Background: an optimization exercise with open tools, aiming at small area and a short achievable clock period. Do not read the settings as production practice. The RTL was checked by simulation tests, not by an equivalence proof against the original design. No activity file was given, so power comes from the tool's default toggle rates.

### flow/config.mk
export PLATFORM = sky130hd
export DESIGN_NAME = systolic_top
export DESIGN_NICKNAME = systolic_top
export VERILOG_FILES = /design/flow/design.v
export SDC_FILE = /design/flow/constraint.sdc
export NUM_CORES = 4
export LEC_CHECK = 0
export CAP_MARGIN = 20
export CORE_MARGIN = 2
export CORE_UTILIZATION = 40
export CTS_BUF_LIST = sky130_fd_sc_hd__clkbuf_8
export CTS_CLUSTER_DIAMETER = 60
export CTS_CLUSTER_SIZE = 16
export SETUP_SLACK_MARGIN = 5
export SLEW_MARGIN = 20
### flow/constraint.sdc
create_clock -name core_clock -period 10.0 [get_ports {i_clk}]
set_input_delay 2.0000 -clock core_clock [delete_from_list [all_inputs] [get_ports {i_clk}]]
set_output_delay 2.0000 -clock core_clock [all_outputs]
set_load 0.01 [all_outputs]
### flow/design.v
module fa (
    input  logic a, b, c,
    output logic s, co
);
    assign s  = a ^ b ^ c;
    assign co = (a & b) | (a & c) | (b & c);
endmodule
module ha (
    input  logic a, b,
    output logic s, co
);
    assign s  = a ^ b;
    assign co = a & b;
endmodule
module mFU (
    input  logic [7:0]  a, b,
    input  logic        s_2, s_4, s_8, s_24, s_48, s_248,
    input  logic [15:0] acc,
    output logic [15:0] sum
);
    wire p0_0 = ((s_48&(a[0]&b[0])))|(s_2&((~a[1]&a[0]&~b[1]&b[0])|(~a[1]&a[0]&b[1]&b[0])|(a[1]&a[0]&~b[1]&b[0])|(a[1]&a[0]&b[1]&b[0])));
    wire p0_1 = ((s_4&(a[4]&b[4])))|(s_2&((~a[3]&a[2]&~b[3]&b[2])|(~a[3]&a[2]&b[3]&b[2])|(a[3]&a[2]&~b[3]&b[2])|(a[3]&a[2]&b[3]&b[2])));
    wire p0_2 = (s_2&((~a[5]&a[4]&~b[5]&b[4])|(~a[5]&a[4]&b[5]&b[4])|(a[5]&a[4]&~b[5]&b[4])|(a[5]&a[4]&b[5]&b[4])));
    wire p0_3 = (s_2&((~a[7]&a[6]&~b[7]&b[6])|(~a[7]&a[6]&b[7]&b[6])|(a[7]&a[6]&~b[7]&b[6])|(a[7]&a[6]&b[7]&b[6])));
    wire p0_4 = acc[0];
    wire p1_0 = ((s_48&(a[0]&b[1])))|(s_2&((~a[1]&~a[0]&~b[1]&~b[0])|(~a[1]&~a[0]&~b[1]&b[0])|(~a[1]&~a[0]&b[1]&~b[0])|(~a[1]&~a[0]&b[1]&b[0])|(~a[1]&a[0]&~b[1]&~b[0])|(~a[1]&a[0]&~b[1]&b[0])|(a[1]&~a[0]&~b[1]&~b[0])|(a[1]&~a[0]&b[1]&~b[0])|(a[1]&a[0]&~b[1]&~b[0])|(a[1]&a[0]&b[1]&b[0])));
    wire p1_1 = ((s_48&(a[1]&b[0])))|(s_2&((~a[3]&~a[2]&~b[3]&~b[2])|(~a[3]&~a[2]&~b[3]&b[2])|(~a[3]&~a[2]&b[3]&~b[2])|(~a[3]&~a[2]&b[3]&b[2])|(~a[3]&a[2]&~b[3]&~b[2])|(~a[3]&a[2]&~b[3]&b[2])|(a[3]&~a[2]&~b[3]&~b[2])|(a[3]&~a[2]&b[3]&~b[2])|(a[3]&a[2]&~b[3]&~b[2])|(a[3]&a[2]&b[3]&b[2])));
    wire p1_2 = ((s_4&(a[4]&b[5])))|(s_2&((~a[5]&~a[4]&~b[5]&~b[4])|(~a[5]&~a[4]&~b[5]&b[4])|(~a[5]&~a[4]&b[5]&~b[4])|(~a[5]&~a[4]&b[5]&b[4])|(~a[5]&a[4]&~b[5]&~b[4])|(~a[5]&a[4]&~b[5]&b[4])|(a[5]&~a[4]&~b[5]&~b[4])|(a[5]&~a[4]&b[5]&~b[4])|(a[5]&a[4]&~b[5]&~b[4])|(a[5]&a[4]&b[5]&b[4])));
    wire p1_3 = ((s_4&(a[5]&b[4])))|(s_2&((~a[7]&~a[6]&~b[7]&~b[6])|(~a[7]&~a[6]&~b[7]&b[6])|(~a[7]&~a[6]&b[7]&~b[6])|(~a[7]&~a[6]&b[7]&b[6])|(~a[7]&a[6]&~b[7]&~b[6])|(~a[7]&a[6]&~b[7]&b[6])|(a[7]&~a[6]&~b[7]&~b[6])|(a[7]&~a[6]&b[7]&~b[6])|(a[7]&a[6]&~b[7]&~b[6])|(a[7]&a[6]&b[7]&b[6])));
    wire p1_4 = acc[1];
    wire p2_0 = ((s_48&(a[0]&b[2])))|(s_2&((a[1]&~a[0]&b[1]&~b[0])|(a[1]&~a[0]&b[1]&b[0])|(a[1]&a[0]&b[1]&~b[0])));
    wire p2_1 = ((s_48&(a[1]&b[1])))|(s_2&((a[3]&~a[2]&b[3]&~b[2])|(a[3]&~a[2]&b[3]&b[2])|(a[3]&a[2]&b[3]&~b[2])));
    wire p2_2 = ((s_48&(a[2]&b[0])))|(s_2&((a[5]&~a[4]&b[5]&~b[4])|(a[5]&~a[4]&b[5]&b[4])|(a[5]&a[4]&b[5]&~b[4])));
    wire p2_3 = ((s_4&(a[4]&b[6])))|(s_2&((a[7]&~a[6]&b[7]&~b[6])|(a[7]&~a[6]&b[7]&b[6])|(a[7]&a[6]&b[7]&~b[6])));
    wire p2_4 = ((s_4&(a[5]&b[5])));
    wire p2_5 = ((s_4&(a[6]&b[4])));
    wire p2_6 = acc[2];
    wire p3_0 = ((s_8&(a[0]&b[3]))|(s_4&~(a[0]&b[3])))|(s_2);
    wire p3_1 = ((s_48&(a[1]&b[2])));
    wire p3_2 = ((s_48&(a[2]&b[1])));
    wire p3_3 = ((s_8&(a[3]&b[0]))|(s_4&~(a[3]&b[0])));
    wire p3_4 = ((s_4&~(a[4]&b[7])));
    wire p3_5 = ((s_4&(a[5]&b[6])));
    wire p3_6 = ((s_4&(a[6]&b[5])));
    wire p3_7 = ((s_4&~(a[7]&b[4])));
    wire p3_8 = acc[3];
    wire p4_0 = ((s_8&(a[1]&b[3]))|(s_4&~(a[1]&b[3])))|(s_2);
    wire p4_1 = ((s_48&(a[2]&b[2])));
    wire p4_2 = ((s_8&(a[3]&b[1]))|(s_4&~(a[3]&b[1])));
    wire p4_3 = ((s_8&(a[0]&b[4])))|((s_4&~(a[5]&b[7])));
    wire p4_4 = ((s_8&(a[4]&b[0])))|((s_4&(a[6]&b[6])));
    wire p4_5 = ((s_4&~(a[7]&b[5])));
    wire p4_6 = acc[4];
    wire p5_0 = ((s_8&(a[2]&b[3]))|(s_4&~(a[2]&b[3])));
    wire p5_1 = ((s_8&(a[3]&b[2]))|(s_4&~(a[3]&b[2])));
    wire p5_2 = (s_24)|((s_8&(a[0]&b[5])));
    wire p5_3 = ((s_8&(a[1]&b[4])))|((s_4&~(a[6]&b[7])));
    wire p5_4 = ((s_8&(a[4]&b[1])))|((s_4&~(a[7]&b[6])));
    wire p5_5 = ((s_8&(a[5]&b[0])));
    wire p5_6 = acc[5];
    wire p6_0 = ((s_48&(a[3]&b[3])))|(s_2);
    wire p6_1 = ((s_8&(a[0]&b[6])))|((s_4&(a[7]&b[7])));
    wire p6_2 = ((s_8&(a[1]&b[5])));
    wire p6_3 = ((s_8&(a[2]&b[4])));
    wire p6_4 = ((s_8&(a[4]&b[2])));
    wire p6_5 = ((s_8&(a[5]&b[1])));
    wire p6_6 = ((s_8&(a[6]&b[0])));
    wire p6_7 = acc[6];
    wire p7_0 = ((s_8&~(a[0]&b[7])))|(s_2);
    wire p7_1 = ((s_8&(a[1]&b[6])));
    wire p7_2 = ((s_8&(a[2]&b[5])));
    wire p7_3 = ((s_8&(a[3]&b[4])));
    wire p7_4 = ((s_8&(a[4]&b[3])));
    wire p7_5 = ((s_8&(a[5]&b[2])));
    wire p7_6 = ((s_8&(a[6]&b[1])));
    wire p7_7 = ((s_8&~(a[7]&b[0])));
    wire p7_8 = acc[7];
    wire p8_0 = (s_248);
    wire p8_1 = ((s_8&~(a[1]&b[7])));
    wire p8_2 = ((s_8&(a[2]&b[6])));
    wire p8_3 = ((s_8&(a[3]&b[5])));
    wire p8_4 = ((s_8&(a[4]&b[4])));
    wire p8_5 = ((s_8&(a[5]&b[3])));
    wire p8_6 = ((s_8&(a[6]&b[2])));
    wire p8_7 = ((s_8&~(a[7]&b[1])));
    wire p8_8 = acc[8];
    wire p9_0 = (s_24)|((s_8&~(a[2]&b[7])));
    wire p9_1 = ((s_8&(a[3]&b[6])));
    wire p9_2 = ((s_8&(a[4]&b[5])));
    wire p9_3 = ((s_8&(a[5]&b[4])));
    wire p9_4 = ((s_8&(a[6]&b[3])));
    wire p9_5 = ((s_8&~(a[7]&b[2])));
    wire p9_6 = acc[9];
    wire p10_0 = (s_24)|((s_8&~(a[3]&b[7])));
    wire p10_1 = ((s_8&(a[4]&b[6])));
    wire p10_2 = ((s_8&(a[5]&b[5])));
    wire p10_3 = ((s_8&(a[6]&b[4])));
    wire p10_4 = ((s_8&~(a[7]&b[3])));
    wire p10_5 = acc[10];
    wire p11_0 = (s_24)|((s_8&~(a[4]&b[7])));
    wire p11_1 = ((s_8&(a[5]&b[6])));
    wire p11_2 = ((s_8&(a[6]&b[5])));
    wire p11_3 = ((s_8&~(a[7]&b[4])));
    wire p11_4 = acc[11];
    wire p12_0 = (s_24)|((s_8&~(a[5]&b[7])));
    wire p12_1 = ((s_8&(a[6]&b[6])));
    wire p12_2 = ((s_8&~(a[7]&b[5])));
    wire p12_3 = acc[12];
    wire p13_0 = (s_24)|((s_8&~(a[6]&b[7])));
    wire p13_1 = ((s_8&~(a[7]&b[6])));
    wire p13_2 = acc[13];
    wire p14_0 = (s_24)|((s_8&(a[7]&b[7])));
    wire p14_1 = acc[14];
    wire p15_0 = (s_248);
    wire p15_1 = acc[15];
    wire s0, c0;
    ha us0 (.a(p2_6), .b(p2_4), .s(s0), .co(c0));
    wire s1, c1;
    fa us1 (.a(p3_8), .b(p3_1), .c(p3_2), .s(s1), .co(c1));
    wire s2, c2;
    fa us2 (.a(p3_3), .b(p3_4), .c(p3_5), .s(s2), .co(c2));
    wire s3, c3;
    fa us3 (.a(p4_6), .b(p4_1), .c(p4_2), .s(s3), .co(c3));
    wire s4, c4;
    ha us4 (.a(p4_5), .b(p4_0), .s(s4), .co(c4));
    wire s5, c5;
    fa us5 (.a(p5_6), .b(p5_0), .c(p5_1), .s(s5), .co(c5));
    wire s6, c6;
    ha us6 (.a(p5_5), .b(p5_2), .s(s6), .co(c6));
    wire s7, c7;
    fa us7 (.a(p6_7), .b(p6_2), .c(p6_3), .s(s7), .co(c7));
    wire s8, c8;
    fa us8 (.a(p6_4), .b(p6_5), .c(p6_6), .s(s8), .co(c8));
    wire s9, c9;
    fa us9 (.a(p7_8), .b(p7_1), .c(p7_2), .s(s9), .co(c9));
    wire s10, c10;
    fa us10 (.a(p7_3), .b(p7_4), .c(p7_5), .s(s10), .co(c10));
    wire s11, c11;
    ha us11 (.a(p7_6), .b(p7_7), .s(s11), .co(c11));
    wire s12, c12;
    fa us12 (.a(p8_8), .b(p8_0), .c(p8_1), .s(s12), .co(c12));
    wire s13, c13;
    fa us13 (.a(p8_2), .b(p8_3), .c(p8_4), .s(s13), .co(c13));
    wire s14, c14;
    fa us14 (.a(p8_5), .b(p8_6), .c(p8_7), .s(s14), .co(c14));
    wire s15, c15;
    fa us15 (.a(p9_6), .b(p9_1), .c(p9_2), .s(s15), .co(c15));
    wire s16, c16;
    fa us16 (.a(p9_3), .b(p9_4), .c(p9_5), .s(s16), .co(c16));
    wire s17, c17;
    fa us17 (.a(p10_5), .b(p10_1), .c(p10_2), .s(s17), .co(c17));
    wire s18, c18;
    ha us18 (.a(p0_4), .b(p0_2), .s(s18), .co(c18));
    wire s19, c19;
    fa us19 (.a(p1_4), .b(p1_0), .c(p1_1), .s(s19), .co(c19));
    wire s20, c20;
    fa us20 (.a(p2_5), .b(p2_0), .c(p2_1), .s(s20), .co(c20));
    wire s21, c21;
    ha us21 (.a(p2_2), .b(p2_3), .s(s21), .co(c21));
    wire s22, c22;
    fa us22 (.a(p3_6), .b(p3_7), .c(p3_0), .s(s22), .co(c22));
    wire s23, c23;
    fa us23 (.a(c0), .b(s1), .c(s2), .s(s23), .co(c23));
    wire s24, c24;
    fa us24 (.a(p4_3), .b(p4_4), .c(c1), .s(s24), .co(c24));
    wire s25, c25;
    fa us25 (.a(c2), .b(s3), .c(s4), .s(s25), .co(c25));
    wire s26, c26;
    fa us26 (.a(p5_3), .b(p5_4), .c(c3), .s(s26), .co(c26));
    wire s27, c27;
    fa us27 (.a(c4), .b(s5), .c(s6), .s(s27), .co(c27));
    wire s28, c28;
    fa us28 (.a(p6_0), .b(p6_1), .c(c5), .s(s28), .co(c28));
    wire s29, c29;
    fa us29 (.a(c6), .b(s7), .c(s8), .s(s29), .co(c29));
    wire s30, c30;
    fa us30 (.a(p7_0), .b(s11), .c(c7), .s(s30), .co(c30));
    wire s31, c31;
    fa us31 (.a(c8), .b(s10), .c(s9), .s(s31), .co(c31));
    wire s32, c32;
    fa us32 (.a(c11), .b(c10), .c(c9), .s(s32), .co(c32));
    wire s33, c33;
    fa us33 (.a(s12), .b(s13), .c(s14), .s(s33), .co(c33));
    wire s34, c34;
    fa us34 (.a(p9_0), .b(c12), .c(c13), .s(s34), .co(c34));
    wire s35, c35;
    fa us35 (.a(c14), .b(s15), .c(s16), .s(s35), .co(c35));
    wire s36, c36;
    fa us36 (.a(p10_3), .b(p10_4), .c(p10_0), .s(s36), .co(c36));
    wire s37, c37;
    fa us37 (.a(c15), .b(c16), .c(s17), .s(s37), .co(c37));
    wire s38, c38;
    fa us38 (.a(p11_4), .b(p11_1), .c(p11_2), .s(s38), .co(c38));
    wire s39, c39;
    fa us39 (.a(p11_3), .b(p11_0), .c(c17), .s(s39), .co(c39));
    wire s40, c40;
    fa us40 (.a(p12_3), .b(p12_1), .c(p12_2), .s(s40), .co(c40));
    wire s41, c41;
    ha us41 (.a(p0_3), .b(p0_0), .s(s41), .co(c41));
    wire s42, c42;
    fa us42 (.a(p1_2), .b(p1_3), .c(c18), .s(s42), .co(c42));
    wire s43, c43;
    fa us43 (.a(s0), .b(s21), .c(c19), .s(s43), .co(c43));
    wire s44, c44;
    fa us44 (.a(c21), .b(c20), .c(s22), .s(s44), .co(c44));
    wire s45, c45;
    fa us45 (.a(c22), .b(c23), .c(s24), .s(s45), .co(c45));
    wire s46, c46;
    fa us46 (.a(c24), .b(c25), .c(s26), .s(s46), .co(c46));
    wire s47, c47;
    fa us47 (.a(c26), .b(c27), .c(s28), .s(s47), .co(c47));
    wire s48, c48;
    fa us48 (.a(c28), .b(c29), .c(s30), .s(s48), .co(c48));
    wire s49, c49;
    fa us49 (.a(c30), .b(c31), .c(s32), .s(s49), .co(c49));
    wire s50, c50;
    fa us50 (.a(c32), .b(c33), .c(s34), .s(s50), .co(c50));
    wire s51, c51;
    fa us51 (.a(s36), .b(c34), .c(c35), .s(s51), .co(c51));
    wire s52, c52;
    fa us52 (.a(s38), .b(c36), .c(c37), .s(s52), .co(c52));
    wire s53, c53;
    fa us53 (.a(p12_0), .b(c38), .c(s40), .s(s53), .co(c53));
    wire s54, c54;
    fa us54 (.a(p13_2), .b(p13_1), .c(p13_0), .s(s54), .co(c54));
    wire s55, c55;
    ha us55 (.a(p0_1), .b(s18), .s(s55), .co(c55));
    wire s56, c56;
    fa us56 (.a(c41), .b(s19), .c(s42), .s(s56), .co(c56));
    wire s57, c57;
    fa us57 (.a(s20), .b(c42), .c(s43), .s(s57), .co(c57));
    wire s58, c58;
    fa us58 (.a(s23), .b(c43), .c(s44), .s(s58), .co(c58));
    wire s59, c59;
    fa us59 (.a(s25), .b(c44), .c(s45), .s(s59), .co(c59));
    wire s60, c60;
    fa us60 (.a(s27), .b(c45), .c(s46), .s(s60), .co(c60));
    wire s61, c61;
    fa us61 (.a(s29), .b(c46), .c(s47), .s(s61), .co(c61));
    wire s62, c62;
    fa us62 (.a(s31), .b(c47), .c(s48), .s(s62), .co(c62));
    wire s63, c63;
    fa us63 (.a(s33), .b(c48), .c(s49), .s(s63), .co(c63));
    wire s64, c64;
    fa us64 (.a(s35), .b(c49), .c(s50), .s(s64), .co(c64));
    wire s65, c65;
    fa us65 (.a(s37), .b(c50), .c(s51), .s(s65), .co(c65));
    wire s66, c66;
    fa us66 (.a(s39), .b(c51), .c(s52), .s(s66), .co(c66));
    wire s67, c67;
    fa us67 (.a(c39), .b(s53), .c(c52), .s(s67), .co(c67));
    wire s68, c68;
    fa us68 (.a(c40), .b(s54), .c(c53), .s(s68), .co(c68));
    wire s69, c69;
    fa us69 (.a(p14_1), .b(p14_0), .c(c54), .s(s69), .co(c69));
    wire s70, c70;
    ha us70 (.a(p15_1), .b(p15_0), .s(s70), .co(c70));
    wire [15:0] x = {s70, s69, s68, c66, c65, c64, c63, c62, c61, c60, c59, c58, c57, c56, c55, s41};
    wire [15:0] y = {c69, c68, c67, s67, s66, s65, s64, s63, s62, s61, s60, s59, s58, s57, s56, s55};
    assign sum = x + y;
endmodule
module pe (
    input  logic        i_clk, i_nrst,
    input  logic        i_reg_clear, i_pe_en, i_psum_out_en,
    input  logic [1:0]  i_mode,
    input  logic [7:0]  i_ifmap, i_weight,
    output logic [7:0]  o_weight,
    output logic [15:0] o_ofmap
);
    logic [7:0]  w_q, a_q;
    logic [15:0] acc_q, out_q, sum;
    logic        s_2, s_4, s_8, s_24, s_48, s_248;
    wire go = i_pe_en & ~i_reg_clear & ~i_psum_out_en & (|i_ifmap);
    wire d8 = go & (i_mode == 2'b00);
    wire d4 = go & (i_mode == 2'b01);
    wire d2 = go & (i_mode == 2'b10);
    wire clr_acc = i_reg_clear & ~i_psum_out_en;
    always_ff @(posedge i_clk or negedge i_nrst) begin
        if (~i_nrst) begin
            w_q   <= 8'd0;
            acc_q <= 16'd0;
            out_q <= 16'd0;
            s_2 <= 1'b0;
            s_4 <= 1'b0;
            s_8 <= 1'b0;
            s_24 <= 1'b0;
            s_48 <= 1'b0;
            s_248 <= 1'b0;
        end else begin
            if (i_reg_clear)      w_q <= 8'd0;
            else if (i_pe_en)     w_q <= i_weight;
            s_2 <= d2;
            s_4 <= d4;
            s_8 <= d8;
            s_24 <= d2 | d4;
            s_48 <= d4 | d8;
            s_248 <= d2 | d4 | d8;
            acc_q <= clr_acc ? 16'd0 : sum;
            if (i_psum_out_en) begin
                out_q <= sum;
            end else if (i_reg_clear) begin
                out_q <= 16'd0;
            end
        end
    end
    always_ff @(posedge i_clk) a_q <= i_ifmap;
    mFU mfu (.a(a_q), .b(w_q), .s_2(s_2), .s_4(s_4), .s_8(s_8), .s_24(s_24), .s_48(s_48), .s_248(s_248), .acc(acc_q), .sum(sum));
    assign o_weight = w_q;
    assign o_ofmap  = out_q;
endmodule
module systolic_array #(
    parameter int HEIGHT = 8
) (
    input  logic                         i_clk, i_nrst, i_reg_clear, i_pe_en, i_psum_out_en,
    input  logic [1:0]                   i_mode,
    input  logic [0:HEIGHT-1][7:0]       i_ifmap,
    input  logic [7:0]                   i_weight,
    output logic [0:HEIGHT-1][15:0]      o_ofmap
);
    logic [0:HEIGHT][7:0] wchain;
    assign wchain[0] = i_weight;
    genvar r;
    generate
        for (r = 0; r < HEIGHT; r++) begin : y_axis
            pe pe_inst (
                .i_clk(i_clk), .i_nrst(i_nrst),
                .i_reg_clear(i_reg_clear), .i_pe_en(i_pe_en), .i_psum_out_en(i_psum_out_en),
                .i_mode(i_mode),
                .i_ifmap(i_ifmap[r]), .i_weight(wchain[r]),
                .o_weight(wchain[r+1]), .o_ofmap(o_ofmap[r])
            );
        end
    endgenerate
endmodule
module systolic_top (
    input  logic         i_clk,
    input  logic         i_nrst,
    input  logic         i_reg_clear,
    input  logic         i_pe_en,
    input  logic         i_psum_out_en,
    input  logic [1:0]   i_mode,
    input  logic [63:0]  i_ifmap,    
    input  logic [7:0]   i_weight,
    output logic [127:0] o_ofmap     
);
    systolic_array #(.HEIGHT(8)) systolic_array_inst (
        .i_clk(i_clk), .i_nrst(i_nrst), .i_mode(i_mode),
        .i_reg_clear(i_reg_clear), .i_pe_en(i_pe_en), .i_psum_out_en(i_psum_out_en),
        .i_ifmap(i_ifmap), .i_weight(i_weight), .o_ofmap(o_ofmap)
    );
endmodule
### flow/run.sh
#!/bin/bash
# synth_recipe.tcl (not shown) runs the flow's synth.tcl, then flattens the netlist and writes it again
# the make line also repeats each setting of config.mk as NAME=value (left out here)
make -C /OpenROAD-flow-scripts/flow DESIGN_CONFIG=/design/flow/config.mk WORK_HOME=/design/flow/orfs CLKGATE_MAP_FILE= SYNTH_SCRIPT=/design/flow/synth_recipe.tcl finish
==> impl_metrics.csv, run 1 <==
group,metric,value,unit
floorplan,die_x,314.9,um
routing,drc,0,
setup_path,crit_arrival,5.43,ns
pwr,ir_worst_vdd,0.0001040,V
clock_tree,clockBufferDepth,3,
grt,use_met2,35.53,%
timing,fin_tns_setup,0,ns
yosys,synth_area_leaders,"fa_1 26%, dfrtp_1 24%, inv_1 6.3%",
clock_tree,clkTransAtPathRegs,0.10,ns
pwr,seq_power_share,37.1,%
yosys,synth_top_area_share,26.10,%
placed_design,gp_congestion,0.8914,
routing,ant_nets,0,
flow_run,maxCapViolations,0,
clock_tree,ctsRootBufferMaster,"clkbuf_8",
timing,rsz0062_at_grt,"false",
floorplan,die_area,99140,um2
timing,worst_pin_slew,1.002,ns
grt,grt_max_degree,125,
pwr,swShare,40.05,%
clock_tree,cts-buffers-inserted,53,
setup_path,cp.required,10.63,ns
pwr,internal_power,0.003937,W
clock_tree,cts_sinks,432,
routing,dr.pass1.iters,5,
yosys,synth_nets,4917,
grt,grt.met3_usage,3.559,%
finish,fin_area,43110,um2
yosys,synth_enable_flop_cells,0,
setup_path,crit_fanout,14,
grt,antenna_found_initial,3,
timing,drv_slew,0,
grt,grt_pass1_vias,30370,
finish,final_nets,4939,
pwr,p_leak,21.49,nW
yosys,ys_types,78,
routing,initialDrtViolationCount,2239,
finish,syn_to_final_growth,11.53,%
grt,grtUsageMet1,31.71,%
pwr,p_per_area,152.3,nW/um2
floorplan,chipHeight,314.9,um
yosys,synth_area,38660,um2
clock_tree,postCtsHoldBufs,0,
timing,maxSlewHeadroom,33.19,%
grt,grtUsageTotal,22.34,%
timing,final_hold_viol_count,0,
floorplan,start_util,40.15,%
setup_path,path_class,"reg2reg",
floorplan,rows,114,
finish,most-common-layout-cells,"658 x inv_1, 503 x fa_1, 405 x nand2_1, 317 x dfrtp_1, 284 x nor2_1",
grt,grt.overflow.total,0,
status,status,"finished clean",
yosys,netlist_instances,4150,
yosys,ys_seq_elements,432,
placed_design,dpl_cell_area,41420,um2
yosys,ys_seq_area_share,27.14,%
floorplan,core,96280,um2
pwr,p_switching,0.002631,W
timing,finalSetupViolations,0,
routing,detail_route.wl_per_cell,19.70,um
placed_design,io_buffers,206,
floorplan,boundaryPins,207,
yosys,synthFlopType,"dfrtp_1",
placed_design,hpwlAfterDp,78640,um
clock_tree,cts_tree,"built",
yosys,ys_async_sr_fraction,85.19,%
timing,max_freq,208.3,MHz
pwr,pwr-share-clk,23.2,%
yosys,ys_warn_count,1,
grt,grt_pass1_wl,174500,um
clock_tree,insertion_delay,0.75,ns
worst_hold_path,min_path_type,"reg2reg",
routing,via_per_inst,5.329,
timing,clock_skew,0.04621,ns
routing,wl,108200,um
pwr,p_comb_share,39.7,%
finish,layout_commonest_cell,"inv_1",
clock_tree,htreeDepth,2,
grt,top_usage_layer,"met2",
setup_path,end_kind,"flop",
timing,fin_crit_sh,48.00,%
yosys,yosys.area.top_type,"fa_1",
setup_path,ff2ff_setup_slack,5.20,ns
routing,vias,29280,
finish,layout-drive-gt1-share,6.664,%
timing,period_needed,4.800,ns
setup_path,crit_path_start_kind,"flop",
yosys,synth.avg_cell_area,9.315,um2
==> flip-flops by register name, indices dropped and copies added, names as in the netlist <==
register	count
systolic_array_inst.y_axis.pe_inst.s_248	8
systolic_array_inst.y_axis.pe_inst.s_24	8
systolic_array_inst.y_axis.pe_inst.out_q	128
systolic_array_inst.y_axis.pe_inst.s_4	8
systolic_array_inst.y_axis.pe_inst.acc_q	128
systolic_array_inst.y_axis.pe_inst.s_48	8
systolic_array_inst.y_axis.pe_inst.a_q	64
systolic_array_inst.y_axis.pe_inst.s_8	8
systolic_array_inst.y_axis.pe_inst.s_2	8
systolic_array_inst.y_axis.pe_inst.w_q	64
==> area by class of cell <==
cell class | instances | area (um2)
clock buffer | 57 | 784.5
fill | 9357 | 53170
clock inverter | 43 | 484.2
antenna | 1 | 2.502
inverter | 653 | 2454
multi-input combinational | 2780 | 24700
timing repair buffer | 252 | 2516
sequential | 432 | 10580
tap | 1276 | 1597
==> repair_timing <==
action / 4_1_cts / 5_1_grt
setup endpoints to repair: 1 / 81
gates cloned: 0 / 1
pin swaps: 0 / 5
hold endpoints to repair: 0 / 0
buffers inserted: 0 / 23
gates resized for setup: 1 / 108
==> power groups by stage <==
| stage | clock network [W] | registers (W) | logic (W) |
|---|---|---|---|
| floorplan | 0 | 0.00240 | 0.00164 |
| global placement | 0 | 0.00247 | 0.00260 |
| detailed placement | 0 | 0.00247 | 0.00262 |
| CTS | 0.00159 | 0.00244 | 0.00264 |
| global route | 0.00165 | 0.00248 | 0.00299 |
| finish | 0.00153 | 0.00243 | 0.00261 |
==> per-layer routing <==
layer | wire, um | up-vias | share of wire (%)
li1 | - | 13470 | -
met2 | 50020 | 947 | 46
met1 | 48910 | 14690 | 45
met5 | 12 | - | 0.011
met3 | 6524 | 173 | 6.0
met4 | 2750 | 2 | 2.5
==> critical path, stage by stage, from the launching register on <==
cell,delay [ns]
dfxtp_1,0.71
nand3_1,0.21
fa_1,0.53
inv_1,0.06
fa_1,0.41
fa_1,0.51
inv_1,0.05
fa_1,0.47
inv_1,0.04
ha_1,0.36
a21oi_2,0.19
nand3_1,0.08
nand3b_1,0.19
a31oi_1,0.35
o21bai_2,0.13
mux2i_1,0.15
a2111oi_2,0.27
==> synthesized netlist by cell type, types with 77 or more instances <==
cell type / number
a21boi_0: 77
a21oi_1: 103
and3_1: 160
clkbuf_1: 266
dfrtp_1: 368
fa_1: 504
ha_1: 184
inv_1: 653
mux2i_1: 81
nand2_1: 405
nand3_1: 205
nor2_1: 285
o21ai_0: 153
xnor2_1: 81
==> stage by stage <==
step	hold WS [ns]	power [W]	instances	setup slack, ns	util (%)
finish	0.4847	0.006568	5494	5.200	44.78
detailed placement	0.4718	0.005090	5369	4.998	43.02
global route	0.5066	0.007120	5494	4.983	44.78
CTS	0.4928	0.006670	5469	5.002	44.34
floorplan	0.5162	0.004041	4150	5.168	-
global placement	0.4607	0.005064	5369	5.070	43.02
==> kinds of logic after synthesis <==
kind of cell,count (synthesis),share of synthesized area [%]
AO/OA/AOI/OAI,682,12.06
AND/OR/NAND/NOR,1178,13.99
multiplexers,97,2.564
flip-flops,432,27.14
adder cells (fa/ha/maj),688,32.06
buffers and inverters,938,9.137
XOR/XNOR,135,3.059
==> final timing paths <==
check,from,endpoint,depth (start not counted)
hold / removal,systolic_array_inst.y_axis[4].pe_inst.out_q[6],systolic_array_inst.y_axis[4].pe_inst.out_q[6],2
min in group asynchronous,i_nrst,systolic_array_inst.y_axis[1].pe_inst.out_q[10],1
max in group asynchronous,i_nrst,systolic_array_inst.y_axis[6].pe_inst.w_q[5],3
hold reg to reg,systolic_array_inst.y_axis[4].pe_inst.out_q[6],systolic_array_inst.y_axis[4].pe_inst.out_q[6],2
setup reg to reg,systolic_array_inst.y_axis[5].pe_inst.a_q[5],systolic_array_inst.y_axis[5].pe_inst.acc_q[14],16
setup / recovery,systolic_array_inst.y_axis[5].pe_inst.a_q[5],systolic_array_inst.y_axis[5].pe_inst.acc_q[14],16
==> inputs of run 2 (changes only) <==
--- a/flow/config.mk
+++ b/flow/config.mk
@@ -8,8 +8,4 @@
 export CAP_MARGIN = 20
 export CORE_MARGIN = 2
 export CORE_UTILIZATION = 40
-export CTS_BUF_LIST = sky130_fd_sc_hd__clkbuf_8
-export CTS_CLUSTER_DIAMETER = 60
-export CTS_CLUSTER_SIZE = 16
-export SETUP_SLACK_MARGIN = 5
 export SLEW_MARGIN = 20
==> run 2 against run 1 <==
Critical path type unchanged. Non-clock buffer count down 24. Sequential cell count stayed put. Total power increased by 9.3%. Still clean. Clock-buffer cell count grew 18. Design area up 0.57%. Critical endpoint is now systolic_array_inst.y_axis[7].pe_inst.out_q[14]. Sequential power about the same. Highest routed layer unchanged. Worst hold slack lost 0.0085 ns. Final cell count fell by 0.47%.
==> impl_metrics.csv, run 2 <==
group,metric,value,unit
status,status,"finished clean",
yosys,yosysMostFrequentCell,"inv_1",
timing,rsz0062_at_grt,"false",
timing,clock_skew,0.02642,ns
placed_design,io_buffers,206,
yosys,yosys.area.top_type,"fa_1",
yosys,synth_nets,4917,
worst_hold_path,holdPathStages,2,
clock_tree,htreeDepth,2,
routing,drc,0,
clock_tree,cts_tree,"built",
finish,final_nets,4915,
floorplan,boundaryPins,207,
floorplan,die_area,99140,um2
grt,grt.overflow.total,0,
routing,ant_nets,0,
routing,wl,108100,um
timing,drv_slew,0,
floorplan,start_util,40.15,%
yosys,ys_async_sr_fraction,85.19,%
routing,detail_route.wl_per_cell,19.77,um
timing,period_needed,5.058,ns
finish,layout-drive-gt1-share,4.103,%
finish,largestRegisters,"systolic_array_inst.y_axis.pe_inst.acc_q x128, systolic_array_inst.y_axis.pe_inst.out_q x128",
clock_tree,postCtsHoldBufs,0,
setup_path,end_kind,"flop",
setup_path,crit_path_start_kind,"flop",
placed_design,dpl_cell_area,41420,um2
grt,grt_pass1_vias,30400,
finish,antenna_cells,0,
worst_hold_path,min-delay-start,"systolic_array_inst.y_axis[1].pe_inst.out_q[7]",
finish,fin_area,43360,um2
clock_tree,insertion_delay,0.65,ns
floorplan,rows,114,
pwr,ir_worst_vdd,0.0001121,V
setup_path,rr_endpoint,"systolic_array_inst.y_axis[7].pe_inst.out_q[14]",
yosys,netlist_instances,4150,
yosys,synthFlopType,"dfrtp_1",
yosys,synth_common_cells,"653 x inv_1, 504 x fa_1, 405 x nand2_1, 368 x dfrtp_1, 285 x nor2_1",
setup_path,crit_arrival,5.59,ns
placed_design,gp_congestion,0.8914,
grt,grt_pass1_wl,174800,um
setup_path,rr_worst_depth,18,
timing,worst_pin_slew,0.9983,ns
clock_tree,cts_resized,0,
finish,syn_to_final_growth,12.16,%
clock_tree,clkTransAtPathRegs,0.06,ns
yosys,ys_warn_count,1,
timing,finalSetupViolations,0,
finish,nFillCells,9309,
finish,layout_commonest_cell,"inv_1",
yosys,ys_seq_elements,432,
pwr,p_leak,21.70,nW
finish,fin_util,45.03,%
yosys,synth_area,38660,um2
floorplan,core,96280,um2
yosys,synth_top_area_share,26.10,%
finish,most-common-layout-cells,"652 x inv_1, 504 x fa_1, 405 x nand2_1, 368 x dfrtp_1, 284 x nor2_1",
yosys,synth.avg_cell_area,9.315,um2
routing,vias,29120,
yosys,synth_area_leaders,"fa_1 26%, dfrtp_1 24%, inv_1 6.3%",
flow_run,maxCapViolations,0,
setup_path,ff2ff_setup_slack,4.94,ns
yosys,synth_enable_flop_cells,0,
setup_path,path_class,"reg2reg",
clock_tree,cts_sinks,432,
grt,grtUsageTotal,22.42,%
placed_design,hpwlAfterDp,78640,um
pwr,p_per_area,165.6,nW/um2
timing,fin_crit_sh,50.58,%
timing,final_hold_viol_count,0,
pwr,power,0.007181,W
timing,maxSlewHeadroom,33.44,%
timing,holdWs,0.4762,ns
worst_hold_path,min_to,"systolic_array_inst.y_axis[1].pe_inst.out_q[7]",
worst_hold_path,min_path_type,"reg2reg",
clock_tree,clockBufferDepth,3,
floorplan,die_x,314.9,um
floorplan,chipHeight,314.9,um
setup_path,cp.required,10.53,ns
yosys,ys_types,78,
routing,via_per_inst,5.326,
setup_path,r2r-start,"systolic_array_inst.y_axis[7].pe_inst.s_8",
grt,grt_max_degree,125,
routing,dr.pass1.iters,6,
yosys,ys_seq_area_share,27.14,%
timing,fin_tns_setup,0,ns
setup_path,crit_fanout,50,
clock_tree,cts-buffers-inserted,53,
clock_tree,ctsRootBufferMaster,"clkbuf_16",
grt,antenna_found_initial,2,
routing,initialDrtViolationCount,2123,
clock_tree,post_cts_buffers,0,
timing,max_freq,197.7,MHz
## run 2: cell counts after synthesis
No cell type changed its count.
## run 2: worst max path at each step
stage,start,to,slack [ns],cells after the start
after floorplan,systolic_array_inst.y_axis[7].pe_inst.s_8,systolic_array_inst.y_axis[7].pe_inst.out_q[14],5.17,19
after global placement,systolic_array_inst.y_axis[6].pe_inst.s_8,systolic_array_inst.y_axis[6].pe_inst.out_q[15],5.07,18
after detailed placement,systolic_array_inst.y_axis[7].pe_inst.s_8,systolic_array_inst.y_axis[7].pe_inst.out_q[14],5.00,18
after CTS,systolic_array_inst.y_axis[7].pe_inst.s_8,systolic_array_inst.y_axis[7].pe_inst.out_q[14],4.97,18
after global routing,systolic_array_inst.y_axis[6].pe_inst.s_8,systolic_array_inst.y_axis[6].pe_inst.out_q[13],4.56,18
final,systolic_array_inst.y_axis[7].pe_inst.s_8,systolic_array_inst.y_axis[7].pe_inst.out_q[14],4.94,18
## run 2: area by class of cell
type / count / area (um2) / area share (%)
inverter: 653 / 2454 / 5.659
timing repair buffer: 228 / 2232 / 5.148
sequential: 432 / 10490 / 24.19
tap: 1276 / 1597 / 3.682
multi-input combinational: 2780 / 24650 / 56.85
clock inverter: 24 / 320.3 / 0.7388
clock buffer: 75 / 1617 / 3.728
## run 2: cells by family after synthesis
group	after synthesis	share of synthesized area, %
AOI/OAI and AO/OA	682	12.06
xor gates and xnor gates	135	3.059
adders and majority gates	688	32.06
buffers and inverters	938	9.137
DFF	432	27.14
muxes	97	2.564
and+or+nand+nor	1178	13.99
## run 2: critical path: stages, from the launching register on
cell and delay (ns):
dfrtp_1 0.32, buf_4 0.36, and2_1 0.30, nand2_1 0.10, fa_1 0.51, inv_1 0.05
fa_1 0.39, fa_1 0.52, inv_1 0.05, fa_1 0.48, inv_1 0.04, ha_1 0.41
a21oi_4 0.22, a21oi_1 0.12, o21ai_2 0.15, nor4b_2 0.21, a21oi_1 0.10, or3_1 0.34
a32o_1 0.26
## run 2: layer usage
metal	up-vias	wire (um)	global-route usage (%)
met5	-	12	0
li1	13420	-	-
met1	14610	48670	31.73
met2	914	49940	35.72
met3	173	6463	3.289
met4	2	2998	6.602
## run 2: report_power, final
group,internal (W),total [W],switching (W)
Clock,0.00131,0.00214,0.000835
Combinational,0.00113,0.00260,0.00147
Sequential,0.00213,0.00244,0.000304
Total,0.00457,0.00718,0.00261
## run 2: stage by stage
step	instances	setup WS [ns]
detailed placement	5369	4.998
global route	5468	4.562
finish	5468	4.942
global placement	5369	5.070
floorplan	4150	5.168
CTS	5468	4.968
==> inputs of run 3 (changes only) <==
--- a/flow/config.mk
+++ b/flow/config.mk
@@ -5,6 +5,7 @@
 export SDC_FILE = /design/flow/constraint.sdc
 export NUM_CORES = 4
 export LEC_CHECK = 0
+export ABC_CLOCK_PERIOD_IN_PS = 4000
 export CAP_MARGIN = 20
 export CORE_MARGIN = 2
 export CORE_UTILIZATION = 40
==> run 3 against run 2 <==
Routed wire length unchanged. Clock-buffer cell count unchanged. Core utilization unchanged. Design area unchanged. Critical path depth unchanged. Largest power group unchanged. Sequential share of layout area unchanged. Global-route usage unchanged. Worst hold slack unchanged.
==> impl_metrics.csv, run 3 <==
group,metric,value,unit
grt,grt_max_degree,125,
placed_design,io_buffers,206,
floorplan,start_util,40.15,%
flow_run,maxCapViolations,0,
clock_tree,htreeDepth,2,
pwr,seq_power_share,33.9,%
grt,grtUsageTotal,22.42,%
finish,syn_to_final_growth,12.16,%
timing,maxSlewHeadroom,33.44,%
finish,antenna_cells,0,
routing,wl,108100,um
grt,grt_pass1_wl,174800,um
placed_design,hpwlAfterDp,78640,um
yosys,synth_common_cells,"653 x inv_1, 504 x fa_1, 405 x nand2_1, 368 x dfrtp_1, 285 x nor2_1",
setup_path,cp.required,10.53,ns
finish,layout_commonest_cell,"inv_1",
pwr,pwr-share-clk,29.8,%
clock_tree,insertion_delay,0.65,ns
finish,final_nets,4915,
finish,fin_util,45.03,%
placed_design,gp_congestion,0.8914,
clock_tree,ctsRootBufferMaster,"clkbuf_16",
clock_tree,post_cts_buffers,0,
setup_path,crit_arrival,5.59,ns
pwr,p_comb_share,36.2,%
timing,period_needed,5.058,ns
yosys,yosys.area.top_type,"fa_1",
setup_path,end_kind,"flop",
timing,drv_slew,0,
worst_hold_path,min_path_type,"reg2reg",
routing,dr.pass1.iters,6,
timing,rsz0062_at_grt,"false",
pwr,p_leak,21.70,nW
clock_tree,cts_sinks,432,
yosys,synth_area,38660,um2
yosys,netlist_instances,4150,
clock_tree,cts_resized,0,
routing,detail_route.wl_per_cell,19.77,um
floorplan,chipHeight,314.9,um
clock_tree,cts_tree,"built",
pwr,ir_worst_vdd,0.0001121,V
grt,grt_pass1_vias,30400,
clock_tree,clkTransAtPathRegs,0.06,ns
grt,antenna_found_initial,2,
timing,worst_pin_slew,0.9983,ns
yosys,synth_area_leaders,"fa_1 26%, dfrtp_1 24%, inv_1 6.3%",
setup_path,path_class,"reg2reg",
pwr,p_per_area,165.6,nW/um2
floorplan,rows,114,
yosys,synthFlopType,"dfrtp_1",
pwr,p_switching,0.002607,W
timing,fin_crit_sh,50.58,%
finish,layout-drive-gt1-share,4.103,%
finish,largestRegisters,"systolic_array_inst.y_axis.pe_inst.acc_q x128, systolic_array_inst.y_axis.pe_inst.out_q x128",
timing,max_freq,197.7,MHz
timing,fin_tns_setup,0,ns
yosys,synth_top_area_share,26.10,%
yosys,synth_nets,4917,
clock_tree,cts-buffers-inserted,53,
pwr,internal_power,0.004573,W
routing,ant_nets,0,
timing,finalSetupViolations,0,
yosys,ys_seq_area_share,27.14,%
yosys,ys_warn_count,1,
yosys,ys_types,78,
floorplan,core,96280,um2
clock_tree,postCtsHoldBufs,0,
status,status,"finished clean",
floorplan,boundaryPins,207,
yosys,ys_async_sr_fraction,85.19,%
clock_tree,clockBufferDepth,3,
yosys,yosysMostFrequentCell,"inv_1",
routing,initialDrtViolationCount,2123,
routing,vias,29120,
yosys,ys_seq_elements,432,
setup_path,crit_path_start_kind,"flop",
setup_path,crit_fanout,50,
routing,via_per_inst,5.326,
finish,most-common-layout-cells,"652 x inv_1, 504 x fa_1, 405 x nand2_1, 368 x dfrtp_1, 284 x nor2_1",
floorplan,die_x,314.9,um
yosys,synth.avg_cell_area,9.315,um2
floorplan,die_area,99140,um2
setup_path,ff2ff_setup_slack,4.94,ns
pwr,swShare,36.31,%
grt,grt.overflow.total,0,
timing,clock_skew,0.02642,ns
yosys,synth_enable_flop_cells,0,
timing,final_hold_viol_count,0,
routing,drc,0,
run 3: cell counts after synthesis:
No cell type changed its count.
run 3: logic make-up (layout without fill, tap and decap cells):
kind of cell	count (synthesis)	after routing	share of synthesized area, %
flip-flops	432	432	27.14
AO/OA/AOI/OAI	682	682	12.06
adder cells (fa/ha/maj)	688	688	32.06
multiplexers	97	97	2.564
XOR/XNOR	135	135	3.059
buffers and inverters	938	980	9.137
AND/OR/NAND/NOR	1178	1178	13.99
run 3: path summary, 6_finish.rpt:
kind,startpoint,to,cells past startpoint
hold reg to reg,systolic_array_inst.y_axis[1].pe_inst.out_q[7],systolic_array_inst.y_axis[1].pe_inst.out_q[7],2
hold / removal,systolic_array_inst.y_axis[1].pe_inst.out_q[7],systolic_array_inst.y_axis[1].pe_inst.out_q[7],2
setup / recovery,systolic_array_inst.y_axis[7].pe_inst.s_8,systolic_array_inst.y_axis[7].pe_inst.out_q[14],18
setup reg to reg,systolic_array_inst.y_axis[7].pe_inst.s_8,systolic_array_inst.y_axis[7].pe_inst.out_q[14],18
min in group asynchronous,i_nrst,systolic_array_inst.y_axis[1].pe_inst.out_q[10],1
max in group asynchronous,i_nrst,systolic_array_inst.y_axis[5].pe_inst.out_q[8],3
run 3: power by group through the flow:
stage          clock (W)  sequential, W  combinational (W)
4_1_cts          0.00220        0.00244            0.00265
5_1_grt          0.00226        0.00248            0.00297
3_3_place_gp           0        0.00247            0.00260
6_report         0.00214        0.00244            0.00260
3_5_place_dp           0        0.00247            0.00262
2_1_floorplan          0        0.00240            0.00164
run 3: cell type report:
| type | instances | area, um2 |
|---|---|---|
| Clock buffer | 75 | 1617 |
| Clock inverter | 24 | 320.3 |
| Fill cell | 9309 | 52920 |
| Inverter | 653 | 2454 |
| Multi-Input combinational cell | 2780 | 24650 |
| Sequential cell | 432 | 10490 |
| Tap cell | 1276 | 1597 |
| Timing Repair Buffer | 228 | 2232 |
run 3: per-stage QoR:
stage                     std cells  cell area [um2]  hold slack, ns  worst slack (ns)  total power, W
after floorplan                4150            38660          0.5162             5.168        0.004041
after global placement         5369            41420          0.4607             5.070        0.005064
after detailed placement       5369            41420          0.4718             4.998        0.005090
after CTS                      5468            43360          0.4851             4.968        0.007293
after global routing           5468            43360          0.4993             4.562        0.007721
final                          5468            43360          0.4762             4.942        0.007181
run 3: worst max-delay path: stages, from the launching register on:
cell	delay, ns
dfrtp_1	0.32
buf_4	0.36
and2_1	0.30
nand2_1	0.10
fa_1	0.51
inv_1	0.05
fa_1	0.39
fa_1	0.52
inv_1	0.05
fa_1	0.48
inv_1	0.04
ha_1	0.41
a21oi_4	0.22
a21oi_1	0.12
o21ai_2	0.15
nor4b_2	0.21
a21oi_1	0.10
or3_1	0.34
a32o_1	0.26
run 3: routing by layer:
metal,share of wire [%],track usage [%]
met1,45,31.73
met4,2.8,6.602
met2,46,35.72
met3,6.0,3.289
met5,0.011,0
==> inputs of run 4 (changes only) <==
--- a/flow/config.mk
+++ b/flow/config.mk
@@ -5,8 +5,8 @@
 export SDC_FILE = /design/flow/constraint.sdc
 export NUM_CORES = 4
 export LEC_CHECK = 0
-export ABC_CLOCK_PERIOD_IN_PS = 4000
 export CAP_MARGIN = 20
 export CORE_MARGIN = 2
 export CORE_UTILIZATION = 40
+export SETUP_SLACK_MARGIN = 5
 export SLEW_MARGIN = 20
==> run 4 against run 3 <==
Still clean. Synthesized area is the same. Design area is 0.81% higher. Core utilization up 0.36 points. Worst setup slack gained 0.27 ns. Via count hardly changed. Critical path type unchanged. Global-route usage about the same.
==> impl_metrics.csv, run 4 <==
group,metric,value,unit
placed_design,hpwlAfterDp,78640,um
worst_hold_path,min_path_type,"reg2reg",
yosys,netlist_instances,4150,
setup_path,cp_top_family,"adder cells",
clock_tree,cts_sinks,432,
grt,grt_max_degree,125,
floorplan,boundaryPins,207,
pwr,seq_power_share,33.9,%
finish,layout-drive-gt1-share,6.372,%
routing,drc,0,
timing,fin_crit_sh,47.89,%
floorplan,die_area,99140,um2
pwr,internal_power,0.004580,W
routing,ant_nets,0,
pwr,p_leak,21.72,nW
yosys,synthFlopType,"dfrtp_1",
setup_path,crit_path_start_kind,"flop",
routing,initialDrtViolationCount,2098,
grt,grt_pass1_wl,174800,um
finish,largestRegisters,"systolic_array_inst.y_axis.pe_inst.acc_q x128, systolic_array_inst.y_axis.pe_inst.out_q x128",
timing,maxSlewHeadroom,34.05,%
yosys,synth_common_cells,"653 x inv_1, 504 x fa_1, 405 x nand2_1, 368 x dfrtp_1, 285 x nor2_1",
pwr,swShare,36.32,%
setup_path,cpMostUsedCell,"fa_1",
finish,final_nets,4929,
clock_tree,clockBufferDepth,3,
finish,antenna_cells,0,
setup_path,path_class,"reg2reg",
yosys,yosys.area.top_type,"fa_1",
routing,wl,108500,um
pwr,p_comb_share,36.3,%
floorplan,start_util,40.15,%
clock_tree,cts-buffers-inserted,53,
pwr,ir_worst_vdd,0.0001123,V
floorplan,die_x,314.9,um
floorplan,rows,114,
timing,max_freq,208.8,MHz
setup_path,crit_fanout,50,
yosys,synth.avg_cell_area,9.315,um2
clock_tree,ctsRootBufferMaster,"clkbuf_16",
timing,finalSetupViolations,0,
placed_design,dpl.cell_count,5369,
yosys,synth_nets,4917,
yosys,ys_async_sr_fraction,85.19,%
floorplan,core,96280,um2
pwr,pwr-share-clk,29.8,%
finish,layout_commonest_cell,"inv_1",
yosys,synth_area_leaders,"fa_1 26%, dfrtp_1 24%, inv_1 6.3%",
yosys,ys_types,78,
timing,period_needed,4.789,ns
routing,detail_route.wl_per_cell,19.80,um
routing,dr.pass1.iters,6,
status,status,"finished clean",
grt,antenna_found_initial,2,
flow_run,maxCapViolations,0,
pwr,p_switching,0.002613,W
clock_tree,cts_tree,"built",
yosys,synth_enable_flop_cells,0,
setup_path,cp_slowest_stage_delay,0.52,ns
timing,clock_skew,0.02525,ns
routing,via_per_inst,5.317,
clock_tree,clkTransAtPathRegs,0.06,ns
routing,vias,29150,
yosys,synth_area,38660,um2
clock_tree,postCtsHoldBufs,0,
grt,grtUsageTotal,22.42,%
setup_path,end_kind,"flop",
placed_design,io_buffers,206,
yosys,ys_warn_count,1,
timing,final_hold_viol_count,0,
yosys,yosysMostFrequentCell,"inv_1",
setup_path,cp.required,10.50,ns
finish,nFillCells,9277,
yosys,ys_seq_area_share,27.14,%
timing,worst_pin_slew,0.9892,ns
pwr,p_per_area,164.6,nW/um2
setup_path,path_cells,"buf_8 -> and2_1 -> nand2_1 -> fa_1 -> inv_1 -> fa_1 -> fa_1 -> inv_1 -> fa_1 -> inv_1 -> ha_1 -> a21oi_1 -> nor2b_1 -> o21ai_0 -> o31ai_2 -> o41ai_2 -> xor2_1 -> o21ai_1",
setup_path,crit_arrival,5.29,ns
setup_path,critical-path-slowest-cell,"fa_1",
timing,drv_slew,0,
finish,final_cells,5482,
finish,syn_to_final_growth,13.07,%
yosys,ys_seq_elements,432,
timing,rsz0062_at_grt,"true",
timing,fin_tns_setup,0,ns
clock_tree,insertion_delay,0.65,ns
placed_design,gp_congestion,0.8914,
timing,holdWs,0.4774,ns
setup_path,cp.buffers_inverters,4,
clock_tree,htreeDepth,2,
yosys,synth_top_area_share,26.10,%
grt,grt.overflow.total,0,
grt,grt_pass1_vias,30400,
finish,most-common-layout-cells,"652 x inv_1, 503 x fa_1, 405 x nand2_1, 317 x dfrtp_1, 284 x nor2_1",
floorplan,chipHeight,314.9,um
-- run 4: worst min-delay path, cell delays in order (launching register included) --
cell and delay, ns:
dfrtp_1 0.34, nand2_1 0.04, o21ai_0 0.06
-- run 4: kinds of logic after synthesis --
family | count (synthesis) | share of synthesized area (%)
fa+ha+maj | 688 | 32.06
flops | 432 | 27.14
compound gates | 682 | 12.06
mux | 97 | 2.564
buf+inv | 938 | 9.137
xor+xnor | 135 | 3.059
simple gates | 1178 | 13.99
-- run 4: what timing repair did --
item | CTS | global route
pin swaps | 0 | 6
gates cloned | 0 | 1
setup buffers | 0 | 13
gates resized for setup | 1 | 107
hold endpoints to repair | 0 | 0
endpoints found under the setup margin | 1 | 78
-- run 4: through the flow --
step	setup WS, ns	power (W)	instance area (um2)	util (%)
finish	5.211	0.007192	43710	45.40
global route	4.985	0.007734	43710	45.40
CTS	5.019	0.007293	43360	45.04
detailed placement	4.998	0.005090	41420	43.02
global placement	5.070	0.005064	41420	43.02
floorplan	5.168	0.004041	38660	-
-- run 4: final timing paths --
check	start	endpoint	slack, ns	cells past startpoint
max	systolic_array_inst.y_axis[3].pe_inst.s_8	systolic_array_inst.y_axis[3].pe_inst.out_q[13]	5.21	18
min	systolic_array_inst.y_axis[1].pe_inst.out_q[7]	systolic_array_inst.y_axis[1].pe_inst.out_q[7]	0.48	2
max reg2reg	systolic_array_inst.y_axis[3].pe_inst.s_8	systolic_array_inst.y_axis[3].pe_inst.out_q[13]	5.21	18
min reg2reg	systolic_array_inst.y_axis[1].pe_inst.out_q[7]	systolic_array_inst.y_axis[1].pe_inst.out_q[7]	0.48	2
max in group asynchronous	i_nrst	systolic_array_inst.y_axis[5].pe_inst.s_4	6.76	3
min in group asynchronous	i_nrst	systolic_array_inst.y_axis[1].pe_inst.out_q[10]	1.34	1
-- run 4: per-layer routing --
| layer | GRT usage, % | share of wire [%] |
|---|---|---|
| met5 | 0 | 0.011 |
| met4 | 6.602 | 2.7 |
| met3 | 3.289 | 5.7 |
| met2 | 35.72 | 46 |
| met1 | 31.73 | 45 |
-- run 4: cell type report --
| class | instances | area [um2] | share of cell area (%) |
|---|---|---|---|
| clock buffers | 75 | 1617 | 3.699 |
| clock inverters | 24 | 320.3 | 0.7328 |
| inverters | 653 | 2454 | 5.614 |
| multi-input cells | 2780 | 24710 | 56.53 |
| flip-flops and latches | 432 | 10570 | 24.19 |
| well taps | 1276 | 1597 | 3.653 |
| repair buffers | 242 | 2441 | 5.585 |
-- run 4: power groups by stage --
stage	Combinational, W	Sequential, W	Clock, W
finish	0.00261	0.00244	0.00214
global route	0.00299	0.00248	0.00226
CTS	0.00265	0.00244	0.00220
detailed placement	0.00262	0.00247	0
global placement	0.00260	0.00247	0
floorplan	0.00164	0.00240	0
==> inputs of run 5 (changes only) <==
--- a/flow/config.mk
+++ b/flow/config.mk
@@ -10,3 +10,5 @@
 export CORE_UTILIZATION = 40
 export SETUP_SLACK_MARGIN = 5
 export SLEW_MARGIN = 20
+export SYNTH_HIERARCHICAL = 1
+export SYNTH_MINIMUM_KEEP_SIZE = 0
==> run 5 against run 4 <==
Sequential power increased by 2%. Sequential share of layout area rose by 0.27 points. Highest routed layer unchanged. Clock power about the same. Critical path depth decreased by 5. Design area shrank 1.1%. Combinational power grew 11%. Clock-buffer cell count did not move. Final cell count decreased by 10%. Global-route usage up 0.099 points. Sequential cell count stayed put.
==> impl_metrics.csv, run 5 <==
group,metric,value,unit
floorplan,start_util,40.42,%
yosys,synthAdderAreaFrac,32.53,%
routing,ant_nets,0,
finish,fin_area,43220,um2
placed_design,io_buffers,206,
finish,layout_commonest_cell,"fa_1",
grt,grt.overflow.total,0,
yosys,synth_area_leaders,"fa_1 26%, dfrtp_1 24%, ha_1 6.3%",
status,status,"finished clean",
clock_tree,post_cts_buffers,0,
yosys,synth_enable_flop_cells,0,
yosys,yosysMostFrequentCell,"fa_1",
pwr,power,0.007528,W
placed_design,gp_congestion,0.8878,
timing,fin_tns_setup,0,ns
setup_path,crit_fanout,12,
pwr,ir_worst_vdd,0.0001340,V
routing,met1_length,48390,um
timing,drv_slew,0,
floorplan,rows,113,
clock_tree,postCtsHoldBufs,0,
timing,finalSetupViolations,0,
yosys,synth.avg_cell_area,10.69,um2
floorplan,die_area,98510,um2
worst_hold_path,min_path_type,"reg2reg",
timing,maxSlewHeadroom,22.00,%
clock_tree,ctsRootBufferMaster,"clkbuf_16",
setup_path,crit_arrival,5.40,ns
routing,dr_wl_met2,53140,um
setup_path,path_class,"reg2reg",
timing,max_freq,205.9,MHz
yosys,yosys.area_share.simple,15.90,%
floorplan,die_x,313.9,um
yosys,synth-xor-area-share,3.101,%
clock_tree,insertion_delay,0.65,ns
routing,dr_wl_met3,5177,um
finish,layout-drive-gt1-share,8.661,%
finish,antenna_cells,0,
floorplan,core,95010,um2
yosys,yosys.area.top_type,"fa_1",
routing,initialDrtViolationCount,2058,
finish,most-common-layout-cells,"504 x fa_1, 323 x dfrtp_1, 288 x and3_1, 272 x nand2_1, 200 x clkdlybuf4s50_1",
clock_tree,clockBufferDepth,3,
pwr,p_per_area,174.2,nW/um2
clock_tree,cts-buffers-inserted,53,
placed_design,hpwlAfterDp,78890,um
routing,dr.pass1.iters,5,
yosys,ys_types,52,
clock_tree,cts_resized,0,
timing,rsz0062_at_grt,"true",
grt,grt_max_degree,81,
clock_tree,cts_sinks,432,
grt,antenna_found_initial,1,
yosys,ys_seq_elements,432,
yosys,synth-compound-area-share,14.75,%
routing,vias,28130,
yosys,synthFlopType,"dfrtp_1",
clock_tree,clkTransAtPathRegs,0.06,ns
flow_run,maxCapViolations,0,
finish,largestRegisters,"systolic_array_inst.y_axis.pe_inst.acc_q x128, systolic_array_inst.y_axis.pe_inst.out_q x128",
yosys,synth_area,38410,um2
yosys,synth_top_area_share,26.27,%
finish,syn_to_final_growth,12.52,%
grt,grt_pass1_vias,29760,
grt,grt_pass1_wl,175500,um
setup_path,cp.required,10.54,ns
finish,final_nets,4390,
yosys,ys_seq_area_share,27.31,%
timing,period_needed,4.857,ns
yosys,synth_nets,4367,
floorplan,chipHeight,313.9,um
placed_design,dpl_cell_area,41180,um2
timing,clock_skew,0.01835,ns
floorplan,boundaryPins,207,
yosys,synth_top_family_by_area,"adder cells",
setup_path,crit_path_start_kind,"flop",
setup_path,end_kind,"flop",
routing,wl,109200,um
grt,grtUsageTotal,22.52,%
yosys,synthMuxAreaShare,2.606,%
routing,detail_route.wl_per_cell,22.18,um
routing,via_per_inst,5.711,
pwr,p_leak,21.43,nW
timing,final_hold_viol_count,0,
clock_tree,cts_tree,"built",
routing,top_layer_used,"met5",
yosys,ys_warn_count,7,
yosys,netlist_instances,3592,
timing,worst_pin_slew,1.159,ns
timing,fin_crit_sh,48.57,%
yosys,ys_async_sr_fraction,85.19,%
finish,fin_util,45.49,%
yosys,synth_common_cells,"504 x fa_1, 368 x dfrtp_1, 288 x and3_1, 272 x nand2_1, 232 x clkbuf_1",
clock_tree,htreeDepth,2,
routing,drc,0,
==> run 5: changes by cell type after synthesis, moves of 93 or more <==
cell	change
inv_1	-549
nor2_1	-149
nand2_1	-133
and3_1	+128
and2_1	+126
o21ai_0	-121
a22o_1	+117
nand3_1	-93
==> run 5: worst paths after layout <==
path | cells after the start | endpoint | from | slack [ns]
min in group asynchronous | 1 | systolic_array_inst.y_axis[7].pe_inst.acc_q[1] | i_nrst | 1.36
hold reg to reg | 1 | systolic_array_inst.y_axis[1].pe_inst.out_q[4] | systolic_array_inst.y_axis[1].pe_inst.out_q[4] | 0.49
setup / recovery | 13 | systolic_array_inst.y_axis[1].pe_inst.out_q[13] | systolic_array_inst.y_axis[1].pe_inst.w_q[2] | 5.14
max in group asynchronous | 3 | systolic_array_inst.y_axis[2].pe_inst.out_q[2] | i_nrst | 6.64
setup reg to reg | 13 | systolic_array_inst.y_axis[1].pe_inst.out_q[13] | systolic_array_inst.y_axis[1].pe_inst.w_q[2] | 5.14
hold / removal | 1 | systolic_array_inst.y_axis[1].pe_inst.out_q[4] | systolic_array_inst.y_axis[1].pe_inst.out_q[4] | 0.49
==> run 5: through the flow <==
stage / hold slack (ns) / cells / worst slack [ns]
after global routing: 0.5072 / 4925 / 4.988
after global placement: 0.4804 / 4824 / 5.134
after CTS: 0.4980 / 4925 / 5.046
after detailed placement: 0.4786 / 4825 / 5.054
final: 0.4933 / 4925 / 5.143
after floorplan: 0.4843 / 3592 / 5.402
==> run 5: cell families after synthesis <==
| kind of cell | after synthesis |
|---|---|
| flops | 432 |
| compound gates | 728 |
| simple gates | 1136 |
| buf+inv | 368 |
| mux | 96 |
| fa+ha+maj | 696 |
| xor+xnor | 136 |
==> run 5: final cells by class <==
cell class	instances	area (um2)
inverters	104	390.4
fillers	8993	51790
repair buffers	232	2271
clock inverters	25	349.1
flip-flops and latches	432	10570
clock buffers	75	1541
well taps	1265	1583
multi-input cells	2792	26510
==> run 5: worst max-delay path, cell delays in order (launching register included) <==
cell and delay (ns):
dfrtp_1 0.64, nand2_1 0.17, mux2_2 0.31, fa_1 0.49, fa_1 0.44, fa_1 0.55
fa_1 0.42, ha_1 0.27, nor2_1 0.15, o211ai_2 0.16, a31o_1 0.30, o311ai_2 0.21
or3b_1 0.39, a22o_1 0.24
==> run 5: per-module statistics from Yosys, one instance, submodules excluded, a selection <==
| module | cell area [um2] | copies in the design | flops+latches |
|---|---|---|---|
| mFU | 1630 | 8 | 0 |
| fa | 20.02 | 496 | 0 |
| ha | 12.51 | 72 | 0 |
| pe | 1817 | 8 | 54 |
==> run 5: per-layer routing <==
metal | GRT usage (%) | vias to the layer above
li1 | - | 12750
met5 | 0 | -
met4 | 6.133 | 2
met1 | 31.18 | 14480
met3 | 3.015 | 143
met2 | 37.14 | 749
==> run 5: report_power, final <==
group | total, W | switching (W) | leakage (nW) | internal (W)
registers | 0.00250 | 0.000359 | 5.36 | 0.00215
clock network | 0.00212 | 0.000844 | 0.917 | 0.00128
logic | 0.00290 | 0.00153 | 15.2 | 0.00137
==> inputs of run 6 (changes only) <==
--- a/flow/config.mk
+++ b/flow/config.mk
@@ -8,7 +8,6 @@
 export CAP_MARGIN = 20
 export CORE_MARGIN = 2
 export CORE_UTILIZATION = 40
+export CTS_BUF_LIST = sky130_fd_sc_hd__clkbuf_8
 export SETUP_SLACK_MARGIN = 5
 export SLEW_MARGIN = 20
-export SYNTH_HIERARCHICAL = 1
-export SYNTH_MINIMUM_KEEP_SIZE = 0
==> run 6 against run 5 <==
Global-route usage about the same. Synthesized cell count up 16%. Still clean. Critical path depth up 3. Die area up 0.64%. Clock-buffer cell count up 30. Highest routed layer is now met4. Design area up 1.1%. Worst hold slack worse by 0.017 ns.
==> impl_metrics.csv, run 6 <==
group,metric,value,unit
timing,maxSlewHeadroom,34.39,%
yosys,synth_top_area_share,26.10,%
clock_tree,clkTransAtPathRegs,0.06,ns
flow_run,maxCapViolations,0,
clock_tree,cts-buffers-inserted,83,
timing,period_needed,4.819,ns
grt,grtUsageTotal,22.52,%
timing,worst_pin_slew,0.9841,ns
routing,dr.pass1.iters,5,
finish,final_cells,5540,
setup_path,crit_fanout,14,
clock_tree,ctsRootBufferMaster,"clkbuf_8",
clock_tree,cts_sinks,432,
grt,antenna_found_initial,2,
placed_design,hpwlAfterDp,78640,um
placed_design,gp_congestion,0.8914,
yosys,yosysMostFrequentCell,"inv_1",
setup_path,cp.required,10.59,ns
placed_design,dpl.cell_count,5369,
yosys,synth_enable_flop_cells,0,
floorplan,start_util,40.15,%
setup_path,end_kind,"flop",
finish,most-common-layout-cells,"675 x inv_1, 503 x fa_1, 405 x nand2_1, 319 x dfrtp_1, 284 x nor2_1",
finish,layout-drive-gt1-share,7.225,%
yosys,synth.avg_cell_area,9.315,um2
routing,wl,109100,um
yosys,ys_warn_count,1,
yosys,ys_seq_area_share,27.14,%
yosys,netlist_instances,4150,
timing,drv_slew,0,
finish,final_nets,4961,
clock_tree,insertion_delay,0.72,ns
floorplan,rows,114,
routing,ant_nets,0,
grt,grt_max_degree,125,
yosys,synthFlopType,"dfrtp_1",
floorplan,core,96280,um2
pwr,ir_worst_vdd,0.0001036,V
routing,via_per_inst,5.314,
pwr,seq_power_share,34.6,%
finish,largestRegisters,"systolic_array_inst.y_axis.pe_inst.acc_q x128, systolic_array_inst.y_axis.pe_inst.out_q x128",
timing,finalSetupViolations,0,
yosys,yosys.area.top_type,"fa_1",
routing,vias,29440,
pwr,swShare,37.23,%
pwr,p_leak,21.84,nW
clock_tree,htreeDepth,3,
grt,grt_pass1_vias,30730,
setup_path,crit_path_start_kind,"flop",
pwr,p_switching,0.002627,W
setup_path,path_class,"reg2reg",
pwr,internal_power,0.004429,W
placed_design,io_buffers,206,
finish,layout_commonest_cell,"inv_1",
timing,rsz0062_at_grt,"true",
timing,max_freq,207.5,MHz
timing,fin_tns_setup,0,ns
routing,initialDrtViolationCount,2096,
routing,detail_route.wl_per_cell,19.70,um
clock_tree,clockBufferDepth,3,
yosys,ys_seq_elements,432,
pwr,p_comb_share,37.0,%
floorplan,die_area,99140,um2
yosys,ys_types,78,
timing,final_hold_viol_count,0,
yosys,ys_async_sr_fraction,85.19,%
timing,fin_crit_sh,48.19,%
worst_hold_path,min_path_type,"reg2reg",
grt,grt.overflow.total,0,
status,status,"finished clean",
routing,drc,0,
-- run 6: changes by cell type after synthesis, moves of 93 or more --
cell and change:
a22o_1 -117, and2_1 -126, and3_1 -128, inv_1 +549
nand2_1 +133, nand3_1 +93, nor2_1 +149, o21ai_0 +121
-- run 6: metal layers --
metal	track usage (%)	vias to the layer above	share of wire, %
met3	3.631	174	6.5
met5	0	-	0
met4	6.981	0	2.6
met2	35.69	1002	46
li1	-	13530	-
met1	31.69	14730	45
-- run 6: stage by stage --
| step | instance area [um2] | setup WS, ns | total power, W | hold WS [ns] | util (%) |
|---|---|---|---|---|---|
| finish | 43690 | 5.181 | 0.007056 | 0.4766 | 45.37 |
| detailed placement | 41420 | 4.998 | 0.005090 | 0.4718 | 43.02 |
| global route | 43690 | 4.990 | 0.007609 | 0.5009 | 45.37 |
| global placement | 41420 | 5.070 | 0.005064 | 0.4607 | 43.02 |
| floorplan | 38660 | 5.168 | 0.004041 | 0.5162 | - |
| CTS | 43310 | 5.001 | 0.007158 | 0.4843 | 44.98 |
-- run 6: final cells by class --
cell class              instances  area (um2)
fillers                      9316       52590
inverters                     653        2454
repair buffers                244        2474
clock buffers                 105        1445
diodes                          1       2.502
multi-input cells            2780       24710
clock inverters                49       436.7
flip-flops and latches        432       10570
well taps                    1276        1597
-- run 6: path summary, 6_finish.rpt --
path / slack (ns) / cells past startpoint / endpoint / startpoint
setup / recovery: 5.18 / 16 / systolic_array_inst.y_axis[5].pe_inst.acc_q[14] / systolic_array_inst.y_axis[5].pe_inst.a_q[5]
hold / removal: 0.48 / 2 / systolic_array_inst.y_axis[4].pe_inst.out_q[10] / systolic_array_inst.y_axis[4].pe_inst.out_q[10]
max in group asynchronous: 6.83 / 3 / systolic_array_inst.y_axis[6].pe_inst.w_q[5] / i_nrst
hold reg to reg: 0.48 / 2 / systolic_array_inst.y_axis[4].pe_inst.out_q[10] / systolic_array_inst.y_axis[4].pe_inst.out_q[10]
min in group asynchronous: 1.26 / 1 / systolic_array_inst.y_axis[1].pe_inst.out_q[11] / i_nrst
setup reg to reg: 5.18 / 16 / systolic_array_inst.y_axis[5].pe_inst.acc_q[14] / systolic_array_inst.y_axis[5].pe_inst.a_q[5]
-- run 6: logic make-up (layout without fill, tap and decap cells) --
| group | after synthesis | in the layout | synth area share (%) |
|---|---|---|---|
| AOI/OAI and AO/OA | 682 | 682 | 12.06 |
| muxes | 97 | 97 | 2.564 |
| other | 0 | 1 | 0 |
| adders and majority gates | 688 | 688 | 32.06 |
| DFF | 432 | 432 | 27.14 |
| and+or+nand+nor | 1178 | 1178 | 13.99 |
| xor gates and xnor gates | 135 | 135 | 3.059 |
| buffers and inverters | 938 | 1051 | 9.137 |
-- run 6: power by group through the flow --
stage	clock network [W]	logic (W)	registers (W)
floorplan	0	0.00164	0.00240
global placement	0	0.00260	0.00247
detailed placement	0	0.00262	0.00247
CTS	0.00207	0.00265	0.00245
global route	0.00214	0.00299	0.00248
finish	0.00200	0.00261	0.00244
-- run 6: repair_timing --
| item | 4_1_cts | 5_1_grt |
|---|---|---|
| endpoints found under the setup margin | 1 | 77 |
| hold buffers | 0 | 0 |
| gates cloned | 0 | 2 |
| resized for setup | 1 | 106 |
| pin swaps | 0 | 6 |
| setup buffers | 0 | 14 |
-- run 6: worst max-delay path: stages (launching register included) --
cell	delay (ns)
dfxtp_1	0.70
nand3_1	0.21
fa_1	0.53
inv_1	0.06
fa_1	0.41
fa_1	0.51
inv_1	0.05
fa_1	0.47
inv_1	0.04
ha_1	0.36
a21oi_2	0.19
nand3_1	0.08
nand3b_1	0.19
a31oi_1	0.36
o21bai_2	0.13
mux2i_1	0.15
a2111oi_2	0.27

Re-timed with assumed drivers on the ports (clkbuf_16 on the clock, buf_2 on other inputs), run 6 has 5.181 ns of setup slack against 5.181 ns with ideal ports, and 5.181 ns once port delays also move by the mid clock arrival of 0.766 ns.
